This design comes from an exercise in tuning for small area on the open sky130 flow, not from production work. The RTL was checked by simulation tests, not by an equivalence proof against the original design. Power figures rest on the tool's default switching activity, not on a simulated workload.

`config.mk`:
```
export PLATFORM = sky130hd
export DESIGN_NAME = check_receive_window
export DESIGN_NICKNAME = check_receive_window
export VERILOG_FILES = /design/flow/design.v
export SDC_FILE = /design/flow/constraint.sdc
export NUM_CORES = 4
export LEC_CHECK = 0
export CAP_MARGIN = 20
export CORE_MARGIN = 2
export CORE_UTILIZATION = 40
export SLEW_MARGIN = 20
```
`constraint.sdc`:
```
create_clock -name core_clock -period 5.0 [get_ports {clk}]
set_input_delay 1.0000 -clock core_clock [delete_from_list [all_inputs] [get_ports {clk}]]
set_output_delay 1.0000 -clock core_clock [all_outputs]
set_load 0.01 [all_outputs]
```
`design.v`:
```
`timescale 1ns / 1ps
module check_receive_window#(
		parameter OFFSET = 10,
		parameter WAIT_TABLE = 0,
		parameter CHECK_FLAG = 1,
		parameter CHECK_TIME = 0,
		parameter WAIT_DATA = 1,
		parameter DROP_DATA = 2,
		parameter CHECK_ID_LENGTH = 3
		)
	(
	input clk,
	input rst_n,
	input [63:0] in_tt_data,
	input [7:0] in_tt_ctrl,
	input in_tt_wr,
	input in_buffer_rdy,
	input in_table_wr,
	input [15:0] in_port_number,
	input [15:0] in_buffer_number,
	input [63:0] in_window_start,
	input [63:0] in_window_end,
	input [63:0] in_global_time,
	input [15:0] in_flow_id,
	input in_tt_flag,
	input [15:0] in_tt_length,
	output reg out_tt_flag_clear,
	output reg [63:0] out_buffer_data,
	output reg [7:0] out_buffer_ctrl,
	output reg out_buffer_wr,
	output reg out_tt_rdy,
	output reg [3:0] out_switch_port,
	output reg [3:0] out_switch_buffer,
	output reg out_table_rdy
    );
	reg state1;
	reg [1:0] state2;
	reg [15:0] temp_port_number;
	reg [3:0] temp_buffer_number;
	reg [63:0] temp_window_start;
	reg [63:0] temp_window_end;
	reg [15:0] temp_flow_id;
	reg [15:0] temp_tt_length;
	reg check_header_done;
	 reg [63:0] temp_data [1:0];
	 reg [1:0] in_count;
	 reg [1:0] out_count;
	 reg empty;
	always @(posedge clk or negedge rst_n)begin 
	if(!rst_n)begin
		out_table_rdy <= 0;
		empty <= 1;
		state1 <= WAIT_TABLE;
		temp_port_number <= 0;
		temp_buffer_number <= 0;
		temp_window_start <= 0;
		temp_window_end <= 0;
		temp_flow_id <= 0;
		temp_tt_length <= 0;
		out_tt_flag_clear <= 0;
		end
	else begin
	case(state1)
	WAIT_TABLE:begin
		out_tt_flag_clear <= 0;
		if(in_table_wr == 1)begin
		empty <= 0;
		temp_port_number <= in_port_number;
		temp_buffer_number <= in_buffer_number;
		temp_window_start <= in_window_start;
		temp_window_end <= in_window_end;
		temp_tt_length <= in_tt_length;
		temp_flow_id <= in_flow_id;
		state1 <= CHECK_FLAG;
		out_table_rdy <= 0;
		end
		else begin
		out_table_rdy <= 1;
		end
	end
	CHECK_FLAG:begin
		if(in_global_time >= temp_window_end + OFFSET)begin
			if(in_tt_flag == 0)begin
				state1 <= WAIT_TABLE;
			end
			else begin
				if(check_header_done == 1)begin
					out_tt_flag_clear <= 1;
					state1 <= WAIT_TABLE;
				end
			end
		end
	end
	endcase
	end
	end
	always @(posedge clk or negedge rst_n)begin 
	if(!rst_n)begin
		state2 <= CHECK_TIME;
		in_count <= 0;
		out_count <= 0;
		check_header_done <= 0;
		end
	else
	case(state2)
	CHECK_TIME:begin
	if(empty == 1) ;
	else begin
			if(in_count == 2 )begin
				if(temp_data[0] >= temp_window_start && temp_data[0] <= temp_window_end)begin
				check_header_done <= 1;
				state2 <= CHECK_ID_LENGTH;
				in_count <= 0;
				end
				else begin
				state2 <= DROP_DATA;
				in_count <= 0;
				end
			end
			else if(in_count == 1)begin
				if(in_tt_wr == 1)begin
				temp_data[in_count] <= in_tt_data;
				in_count <= 2;
				out_count <= 0;
				check_header_done <= 0;
				end
			end
			else begin
				if(in_tt_wr == 1)begin
				check_header_done <= 0;
				out_count <= 0;
				temp_data[in_count] <= in_tt_data;
				in_count <= 1;
				end
			end
	end
end
	CHECK_ID_LENGTH: begin
		if(temp_data[1][63:48] == temp_flow_id && temp_data[1][47:32] == temp_tt_length)begin
		out_count <= 0;
		state2 <= WAIT_DATA;
		check_header_done <= 1;
		end
		else begin
		in_count <= 0;
		state2 <= DROP_DATA;
		end
end
	DROP_DATA:begin
		if(in_tt_ctrl == 1) state2 <= CHECK_TIME;
	end
	WAIT_DATA:begin
		if(out_count == 2) out_count <= 3;
		if(out_count == 1) out_count <= 2;
		else if(out_count == 0) out_count <= 1;
		else begin
		if(in_tt_ctrl == 1) begin
				state2 <= CHECK_TIME;
			end
			else ;
		end
	end
	endcase
	end
	always @(*) begin
	case(state2)
	CHECK_TIME:
	begin
		if(in_count == 0) out_tt_rdy = 1;
		else out_tt_rdy = 0;
		out_buffer_data = 0;
		out_buffer_ctrl = 0;
		out_buffer_wr = 0;
		out_switch_port = 0;
		out_switch_buffer = 0;
	end
	CHECK_ID_LENGTH:begin
		out_tt_rdy = 0;
		out_buffer_data = 0;
		out_buffer_ctrl = 0;
		out_buffer_wr = 0;
		out_switch_port = 0;
		out_switch_buffer = 0;
	end
	WAIT_DATA: begin
	if(out_count == 0) begin
		out_tt_rdy = 0;
		out_buffer_data = 0;
		out_buffer_ctrl = 0;
		out_buffer_wr = 0;
	case(temp_port_number)
		1: out_switch_port = 4'b0001;
		2: out_switch_port = 4'b0010;
		3: out_switch_port = 4'b0100;
		4: out_switch_port = 4'b1000;
		default: out_switch_port = 4'b0000;
		endcase
		out_switch_buffer = temp_buffer_number;
	end
	else if(out_count <= 2)begin
	out_tt_rdy = 0;
	out_buffer_data = temp_data[out_count-1];
	out_buffer_ctrl = 0;
	out_buffer_wr = 1;
	case(temp_port_number)
		1: out_switch_port = 4'b0001;
		2: out_switch_port = 4'b0010;
		3: out_switch_port = 4'b0100;
		4: out_switch_port = 4'b1000;
		default: out_switch_port = 4'b0000;
		endcase
		out_switch_buffer = temp_buffer_number;
	end
	else begin
		out_tt_rdy = in_buffer_rdy;
		out_buffer_data = in_tt_data;
		out_buffer_ctrl = in_tt_ctrl;
		out_buffer_wr = in_tt_wr;
		case(temp_port_number)
		1: out_switch_port = 4'b0001;
		2: out_switch_port = 4'b0010;
		3: out_switch_port = 4'b0100;
		4: out_switch_port = 4'b1000;
		default: out_switch_port = 4'b0000;
		endcase
		out_switch_buffer = temp_buffer_number;
		end
	end
	DROP_DATA:begin
		out_tt_rdy = 1;
		out_buffer_data = 0;
		out_buffer_ctrl = 0;
		out_buffer_wr = 0;
		out_switch_port = 0;
		out_switch_buffer = 0;
	end
	default: begin
		out_tt_rdy = 0;
		out_buffer_data = 0;
		out_buffer_ctrl = 0;
		out_buffer_wr = 0;
		out_switch_port = 0;
		out_switch_buffer = 0;
	end
	endcase
	end
endmodule
```
`run.sh`:
```
#!/bin/bash
# synth_recipe.tcl (not shown) runs the flow's synth.tcl, then flattens the netlist and writes it again
# the make line also repeats each setting of config.mk as NAME=value (left out here)
make -C /OpenROAD-flow-scripts/flow DESIGN_CONFIG=/design/flow/config.mk WORK_HOME=/design/flow/orfs CLKGATE_MAP_FILE= SYNTH_SCRIPT=/design/flow/synth_recipe.tcl finish
```
==> results.cfg <==
[grt]
first_global_vias = 15300
grt_max_degree = 158
antenna_found_initial = 18
track_usage_pct = 24.6
gr-total-overflow = 0
grt_pass1_wl_um = 88800

[clock_tree]
clkLatencyLatePin_ns = 0.56
ctsHoldBuffers = 0
cts_buffers = 38
ctsRootBufferMaster = clkbuf_16
clock_sinks = 319
clockBufferDepth = 3
postCtsSetupRepairBufs = 0
clk_pin_slew_ns = 0.06
htreeDepth = 2
cts_tree = built

[sta]
rsz0062_at_grt = no
period_share_pct = 91.2
fin_skew_ns = 0.0191
finalSetupViolations = 0
max_slew_margin_pct = 34.2
hold_viol = 0
fmax_mhz = 219
timing.final.crit_period_ns = 4.56
fin_setup_tns_ns = 0
tightest_slew_ns = 0.987
final_max_slew_viol_count = 0

[cells_and_area]
register_area_um2 = 8630
multi_input_area_um2 = 9280
fillCellCount = 4166
final_nets = 2794
area_growth_pct = 33.0
post_route_cells_drive_above_1_share_pct = 6.78

[critical_path]
cp_slowest_cell = a2111oi_1
cp-start-kind = flop
path_class = flop to flop
reg2regPathDepth = 17
critPathCaptureType = flop
r2r_start = temp_window_end[6]
crit_family = compound AO/OA/AOI/OAI gates
critPathBufInv = 0
cp_max_fo = 6
crit_chain = nand4_2 > nor4_4 > nand3_2 > nor3_4 > nand2_1 > nor4_2 > nand3_1 > xnor2_1 > ha_1 > a2111oi_1 > o21ai_0 > a31o_2 > a221oi_1 > o21ai_0 > a211oi_1 > o21ai_0 > a22o_1
timing.rr.end = out_tt_flag_clear
arrival_ns = 5.00
reg2reg_setup_slack_ns = 0.44
cpPeakStageDelay_ns = 0.46
worstPathRequired_ns = 5.43
cp_common_cell = o21ai_0

[route]
drtIter0Drc = 873
wl_per_cell_um = 20.7
drtAntennaViolNets = 0
wl_um = 60200
via_per_inst = 5.26
vias = 15300
first_pass_iters = 5
drc_errors = 0

[yosys]
yosys_warnings = 2
async_flop_share_pct = 59.9
synth_edf_count = 128
synth_seq_cells = 319
synthFlopType = dfrtp_1
syn_inst = 1861
syn_area_per_cell_um2 = 10.0
synth_nets = 2399
ys_seq_area_share_pct = 46.3
synth_cell_types = 55
syn_area_um2 = 18600

[die]
coreArea_um2 = 46300
io_pins = 418
die_width_um = 220
floorplan.initialDensity_pct = 40.3
die_area_um2 = 48300
num_rows = 79
die_height_um = 220

[power_and_ir_drop]
power_w = 0.0119
ir_drop_mv = 0.271
power_density_nw_per_um2 = 479
p_leak_nw = 10.0

[place]
dp_hpwl_um = 45900
gp_congestion = 0.851
port_buffers = 405

[job]
max-cap-violations = 0

[outcome]
status = no timing/DRC/antenna violations

[worst_hold_path]
hold_path.class = input port to async pin
-- registers in the layout, indices dropped and copies added (netlist names), 2 cells and up --
| register | count |
|---|---|
| temp_buffer_number | 4 |
| temp_tt_length | 16 |
| in_count | 2 |
| out_count | 2 |
| temp_data | 128 |
| state2 | 2 |
| temp_window_end | 64 |
| temp_flow_id | 16 |
| temp_window_start | 64 |
| temp_port_number | 16 |
-- through the flow --
step	area [um^2]	hold slack (ns)	utilization [%]	std cells	setup WS, ns
2_1_floorplan	18600	0.473	-	1861	0.497
3_3_place_gp	23400	0.484	50.6	2823	0.442
3_5_place_dp	23400	0.492	50.6	2823	0.281
4_1_cts	24700	0.354	53.4	2893	0.243
5_1_grt	24800	0.371	53.6	2899	0.0162
6_report	24800	0.365	53.6	2901	0.438
-- cell families (layout without fill, tap and decap cells) --
logic type | Yosys count | in the layout | synth area share, %
muxes | 118 | 118 | 6.70
AOI/OAI and AO/OA | 366 | 366 | 10.9
adders and majority gates | 204 | 204 | 13.7
DFF | 319 | 319 | 46.3
buffers and inverters | 212 | 637 | 4.31
and+or+nand+nor | 549 | 549 | 13.7
xor gates and xnor gates | 93 | 93 | 4.37
other | 0 | 8 | 0
-- cell usage in the layout (no fill, tap or decap), types with 52 or more instances in the layout --
cell             count
a21oi_1            133
inv_1              146
mux2_2              54
xnor2_1             60
ha_1               203
nand4_1             52
o21ai_0            163
dfrtp_1            189
clkdlybuf4s50_1    404
nand2_1            196
edfxtp_1           128
nor2_1             166
mux2i_1             64
-- power breakdown --
part           leakage, nW  total [W]  switching (W)  internal (W)
logic                 5.92    0.00479        0.00270       0.00209
clock network        0.636    0.00292        0.00115       0.00177
registers             3.49    0.00417       0.000561       0.00361
total                 10.0     0.0119        0.00441       0.00747
-- repair_timing --
| item | 4_1_cts | 5_1_grt |
|---|---|---|
| hold endpoints to repair | 0 | 0 |
| resized for setup | 0 | 7 |
| endpoints found under the setup margin | 0 | 2 |
-- layer usage --
layer	GRT usage (%)	routed length (um)	share of wire, %
met5	0	102	0.17
met2	40.0	28200	47
met1	31.8	26100	43
met3	5.89	3880	6.5
met4	9.08	1880	3.1
-- how the worst max path moves through the flow --
stage / start / endpoint / slack [ns] / cells past startpoint
after floorplan: in_tt_wr / temp_data[0][0] / 0.50 / 4
after global placement: temp_window_end[6] / out_tt_flag_clear / 0.44 / 17
after detailed placement: temp_window_end[6] / out_tt_flag_clear / 0.28 / 17
after CTS: temp_window_end[6] / out_tt_flag_clear / 0.24 / 17
after global routing: temp_window_end[10] / out_tt_flag_clear / 0.02 / 17
final: temp_window_end[6] / out_tt_flag_clear / 0.44 / 17
-- layout make-up --
cell class              count  share of cell area, %
inverters                 146                   2.21
flip-flops and latches    319                   34.8
repair buffers            421                   17.1
multi-input cells        1330                   37.5
well taps                 607                   3.07
clock inverters            17                  0.985
diodes                      8                 0.0808
clock buffers              53                   4.31
-- cell usage after synthesis, types with 10 or more instances --
library cell	n	area, um^2
nand2_1	196	736
dfrtp_1	190	4750
xnor2_1	60	526
edfxtp_1	128	3840
a21o_1	19	143
nor4_1	19	119
nor2_1	168	631
xor2_1	33	289
a211oi_1	11	82.6
nand3_1	34	170
ha_1	204	2550
mux2i_1	64	641
o21ai_0	163	816
inv_1	146	548
a21oi_1	133	666
clkbuf_1	60	225
nor3_1	22	110
mux2_2	54	608
nand4_1	52	325
a221oi_1	10	87.6

-- static timing again, ports no longer ideal --
In the flow no input, the clock included, has a driving cell. The finished layout below was timed again as built, in two steps.
Step 1 sets driving cells, clkbuf_16 on the clock port and buf_2 on the other inputs (assumed; they add their load-dependent delay and slew).
Step 2 also shifts input and output timing later by t, the mid clock arrival at the registers, as if the neighbouring blocks saw the same clock.
Three values: ideal ports, drivers, drivers and shift; two values: the first two.
t (ns): 0.609
setup WS [ns]: 0.438 / 0.438 / 0.438
worst register clock-pin slew, ns: 0.06 / 0.06
After both steps setup and hold are still met in this run. The setup slack of this run moves by 0.000 ns with the drivers and by 0.000 ns with both steps.
